This is an optimization exercise on Yosys and OpenROAD, whose aim is small area and a short achievable clock period, not a production implementation.
No functional check of the RTL was part of any run shown here.

==> flow/design.v (outline; a module is shown in full before it is edited, if it fits) <==
// module fir_gen: 2315 lines
// module fir_fa: 4 lines
// module fir_ha: 4 lines
module fir_gen (
  input clk, input reset, input Load_x,
  input signed [8:0] x_in, input signed [8:0] c_in,
  output signed [10:0] y_out);
  // ...
==> flow/run.sh <==
#!/bin/bash
# synth_recipe.tcl (not shown) runs the flow's synth.tcl, then flattens the netlist and writes it again
# the make line also repeats each setting of config.mk as NAME=value (left out here)
make -C /OpenROAD-flow-scripts/flow DESIGN_CONFIG=/design/flow/config.mk WORK_HOME=/design/flow/orfs CLKGATE_MAP_FILE= SYNTH_SCRIPT=/design/flow/synth_recipe.tcl finish
==> flow/config.mk <==
export PLATFORM = sky130hd
export DESIGN_NAME = fir_gen
export DESIGN_NICKNAME = fir_gen
export VERILOG_FILES = /design/flow/design.v
export SDC_FILE = /design/flow/constraint.sdc
export NUM_CORES = 4
export LEC_CHECK = 0
export CAP_MARGIN = 20
export CORE_MARGIN = 2
export CORE_UTILIZATION = 55
export SETUP_SLACK_MARGIN = 2.8
export SLEW_MARGIN = 20
export SYNTH_HIERARCHICAL = 1
export SYNTH_MINIMUM_KEEP_SIZE = 0
==> flow/constraint.sdc <==
create_clock -name core_clock -period 6.0 [get_ports {clk}]
set_input_delay 1.2000 -clock core_clock [delete_from_list [all_inputs] [get_ports {clk}]]
set_output_delay 1.2000 -clock core_clock [all_outputs]
set_load 0.01 [all_outputs]
==> results.cfg, run 1 <==
[setup_path]
crit_start = x_in[1]
slowest_stage = fa_2
crit_type = in -> reg
crit_fanout = 4

[die]
initial_core_util_pct = 55.5
die_area_sq_um = 83200
fp.coreArea_sq_um = 80300
die_x_microns = 289
die_y_microns = 289

[timing]
rsz0062_at_grt = true
fin_ws_ns = 2.62
hold_viol_final = 0
max_freq_ghz = 0.296
worstMarginPinSlew_ns = 0.907
period_needed_ns = 3.38
relSlewSlack_pct = 39.5

[status]
status = finished clean

[cells_and_area]
largest_registers = cm: 180 flops, cs: 45 flops
final_area_sq_um = 48600
n_sequential_cell = 728
final_cell_mix = fa_1, dfxtp_1, xnor2_1, a22o_1, a221oi_1
multi_input_area_share_pct = 56.0
nonClockBufferCount = 107

[global_routing]
grt_pass1_vias = 31200
top_usage_layer = met2

[placed_design]
io_buffers = 31
hpwl_microns = 81400
place_ws_ns = 1.14

[clock_tree]
cts_buffer_depth = 3
clkLatencyLatePin_ns = 0.63
cts.repair.resized = 62
hold_buffers = 0

[synthesis]
synth_top_area_share_pct = 23.9
synth_seq_cells = 728
synth_cell_type_count = 44
ys.flop_type = dfxtp_1
synth_edf_count = 0

[detailed_routing]
drt_iter0_drc = 3038
vias_per_cell = 6.65
dr.pass1.iters = 6

[flow_run]
maxCapViolCount = 0
==> run 2, diff against run 1 <==
--- a/flow/config.mk
+++ b/flow/config.mk
@@ -8,6 +8,6 @@
 export CAP_MARGIN = 20
 export CORE_MARGIN = 2
-export CORE_UTILIZATION = 55
-export SETUP_SLACK_MARGIN = 2.8
+export CORE_UTILIZATION = 60
+export SETUP_SLACK_MARGIN = 3.1
 export SLEW_MARGIN = 20
 export SYNTH_HIERARCHICAL = 1
==> run 2 against run 1 <==
Net effect:
- maximum frequency is 0.29% higher
- worst setup slack better by 0.0097 ns
- global-route usage is 3.6 points higher
==> results.cfg, run 2 <==
[synthesis]
synthesis.area_sq_um = 44500
syn_nets = 4272
synth.most_common_cell = fa_1
ys_seq_area_share_pct = 35.3
synth_edf_count = 0
synth-xor-area-share_pct = 10.6
synth_cell_type_count = 44
muxShareOfSynthArea_pct = 5.36
synthSimpleGateAreaFrac_pct = 1.19
synth_commonest_cells = fa_1, dfxtp_1, xnor2_1
synth_seq_cells = 728
yosysTopAreaCell = fa_1
ys_async_sr_fraction_pct = 30.9
synth_compound_area_share_pct = 16.8
synthTopCellsByArea = fa_1, dfxtp_1, dfrtp_1, xnor2_1, a221oi_1
yosys.area_share.adder_pct = 26.7
ys.flop_type = dfxtp_1
synth_top_area_share_pct = 23.9
syn_avg_cell_area_sq_um = 12.3
synth_top_family_by_area = adder cells
synth_warnings = 11
syn_inst = 3621

[cells_and_area]
largest_registers = cm: 180 flops, cs: 45 flops
area_growth_pct = 11.2
final_cell_mix = fa_1, dfxtp_1, xnor2_1, a22o_1, a221oi_1
layout-drive-gt1-share_pct = 17.6
largest_reg_flops = 180
n_fill_cell = 5282
final_area_sq_um = 49500
stdcell_count = 4457
final_util_pct = 67.7
top_register = cm
final_common_cell = fa_1
nets = 4077

[hold_path]
hold_path.startpoint = a5_0[18]
hp-class = reg -> reg

[timing]
worstMarginPinSlew_ns = 0.948
skew_ns = 0.0332
setup_viol = 0
max_freq_ghz = 0.297
period_needed_ns = 3.37
relSlewSlack_pct = 36.7
tns_ns = 0
finalMaxSlewViolations = 0
min_period_over_period_pct = 56.2
hold_viol_final = 0
rsz0062_at_grt = true

[setup_path]
path_cells = buf_12 > ha_4 > fa_2 > a21o_1 > a221o_1 > nor4_4 > nor3_4 > a221oi_2 > xnor2_1 > ha_2 > fa_2
crit_start = x_in[1]
r2r-start = a1_0[11]
cp_top_family = adder cells
cp-start-kind = input port
crit_type = in -> reg
max_stage_delay_ns = 0.53
slowest_stage = fa_2
cp.required_ns = 6.57
worstPathArrival_ns = 3.95
crit_path_end_kind = flip-flop
rrSetupSlack_ns = 3.09
path_buf_inv = 1
crit_top_cell = fa_2
crit_fanout = 5

[clock_tree]
cts_buffer_depth = 3
clock-root-buffer = clkbuf_16
clock_sinks = 728
hold_buffers = 0
numCtsBuffers = 82
clkLatencyLatePin_ns = 0.64
h-tree-depth = 3
cts_tree = done
cts.clk_slew.worst_paths_ns = 0.06

[global_routing]
grt.overflow.total = 0
grt_antenna_before_repair = 3
grt_pass1_wl_microns = 201000
grt_usage_pct = 34.7
grt_max_degree = 149
grt_pass1_vias = 31400

[detailed_routing]
wl_per_cell_microns = 29.8
post-route-drc-count = 0
drt_iter0_drc = 3388
dr.pass1.iters = 7
via_count = 30500
postRouteAntennaNets = 0
vias_per_cell = 6.83
drt-total-wl_microns = 133000

[die]
die_y_microns = 276
die_area_sq_um = 76400
fp.coreArea_sq_um = 73200
die_x_microns = 276
rows = 99
io_pins = 32
initial_core_util_pct = 60.8

[placed_design]
io_buffers = 31
dpl_cell_area_sq_um = 45000
globalplace.congestion = 0.839
dp.cells = 4218
hpwl_microns = 77400

[status]
status = finished clean

[flow_run]
maxCapViolCount = 0
## run 2: Yosys stat by module, one instance, submodules excluded
module   area (sq um)  cells  times used
fir_fa           20.0      1         531
fir_gen         33000   3020           1
fir_ha           12.5      1          70
## run 2: cell families after synthesis
kind of cell | Yosys count
compound gates | 901
flops | 728
fa+ha+maj | 630
mux | 212
buf+inv | 495
xor+xnor | 538
simple gates | 117
## run 2: final timing paths
kind                              to  cells after the start
hold / removal              a4_0[18]                      1
setup reg to reg               y[10]                     10
max in group asynchronous   cm[8][5]                      3
hold reg to reg             a4_0[18]                      1
setup / recovery               q1[9]                     11
min in group asynchronous  cm[2][10]                      2
## run 2: what timing repair did
action	4_1_cts	5_1_grt
pin swaps	37	31
endpoints found under the setup margin	335	112
buffers inserted	59	20
resized for setup	120	83
cloned	1	2
hold endpoints to repair	0	0
## run 2: cell type report
class                      instances  area [sq um]  share of cell area, %
sequential                       728         15800                   31.9
clock buffer                     129          2410                   4.87
clock inverter                    24           290                  0.586
inverter                          63           240                  0.485
multi-input combinational       2398         27700                   55.9
tap                              959          1200                   2.42
timing repair buffer             153          1890                   3.82
antenna                            3          7.51                 0.0152
## run 2: through the flow
step	worst slack (ns)	hold WS (ns)
2_1_floorplan	1.86	0.399
3_3_place_gp	1.13	0.419
3_5_place_dp	1.09	0.419
4_1_cts	2.67	0.428
5_1_grt	2.53	0.450
6_report	2.63	0.424
## run 2: layer usage
layer | GRT usage [%] | vias up | wire length [microns]
met3 | 5.85 | 357 | 11400
met1 | 48.2 | 15800 | 53600
met4 | 14.5 | 0 | 6040
li1 | - | 12600 | -
met2 | 54.3 | 1655 | 61700
met5 | 0 | - | 0

## afterwards: timing with drivers on the ports
Ports are ideal in the flow. The routed layouts listed here were re-timed in OpenROAD.
Step 1 (the two cells are an assumption about what drives the block):
set clk [get_ports {clk}]
set_driving_cell -lib_cell sky130_fd_sc_hd__clkbuf_16 $clk
set_driving_cell -lib_cell sky130_fd_sc_hd__buf_2 [delete_from_list [all_inputs] $clk]
Step 2, shift: input delay + t, output delay - t, t = (earliest + latest rising clock arrival at the registers) / 2. This alone moves slack from input paths to output paths.
Three values: ideal ports, drivers, drivers and shift; two values: the first two.
| run | t (ns) | setup WS [ns] | worst setup path at the end | slew at the worst register clock pin (ns) | worst data-port slew with drivers (ns) |
|---|---|---|---|---|---|
| run 1 | 0.693 | 2.618 / 2.628 / 1.936 | input to register | 0.06 / 0.06 | 0.09 |
| run 2 | 0.699 | 2.628 / 2.645 / 1.946 | input to register | 0.07 / 0.07 | 0.16 |
After both steps every run listed still meets setup and hold.
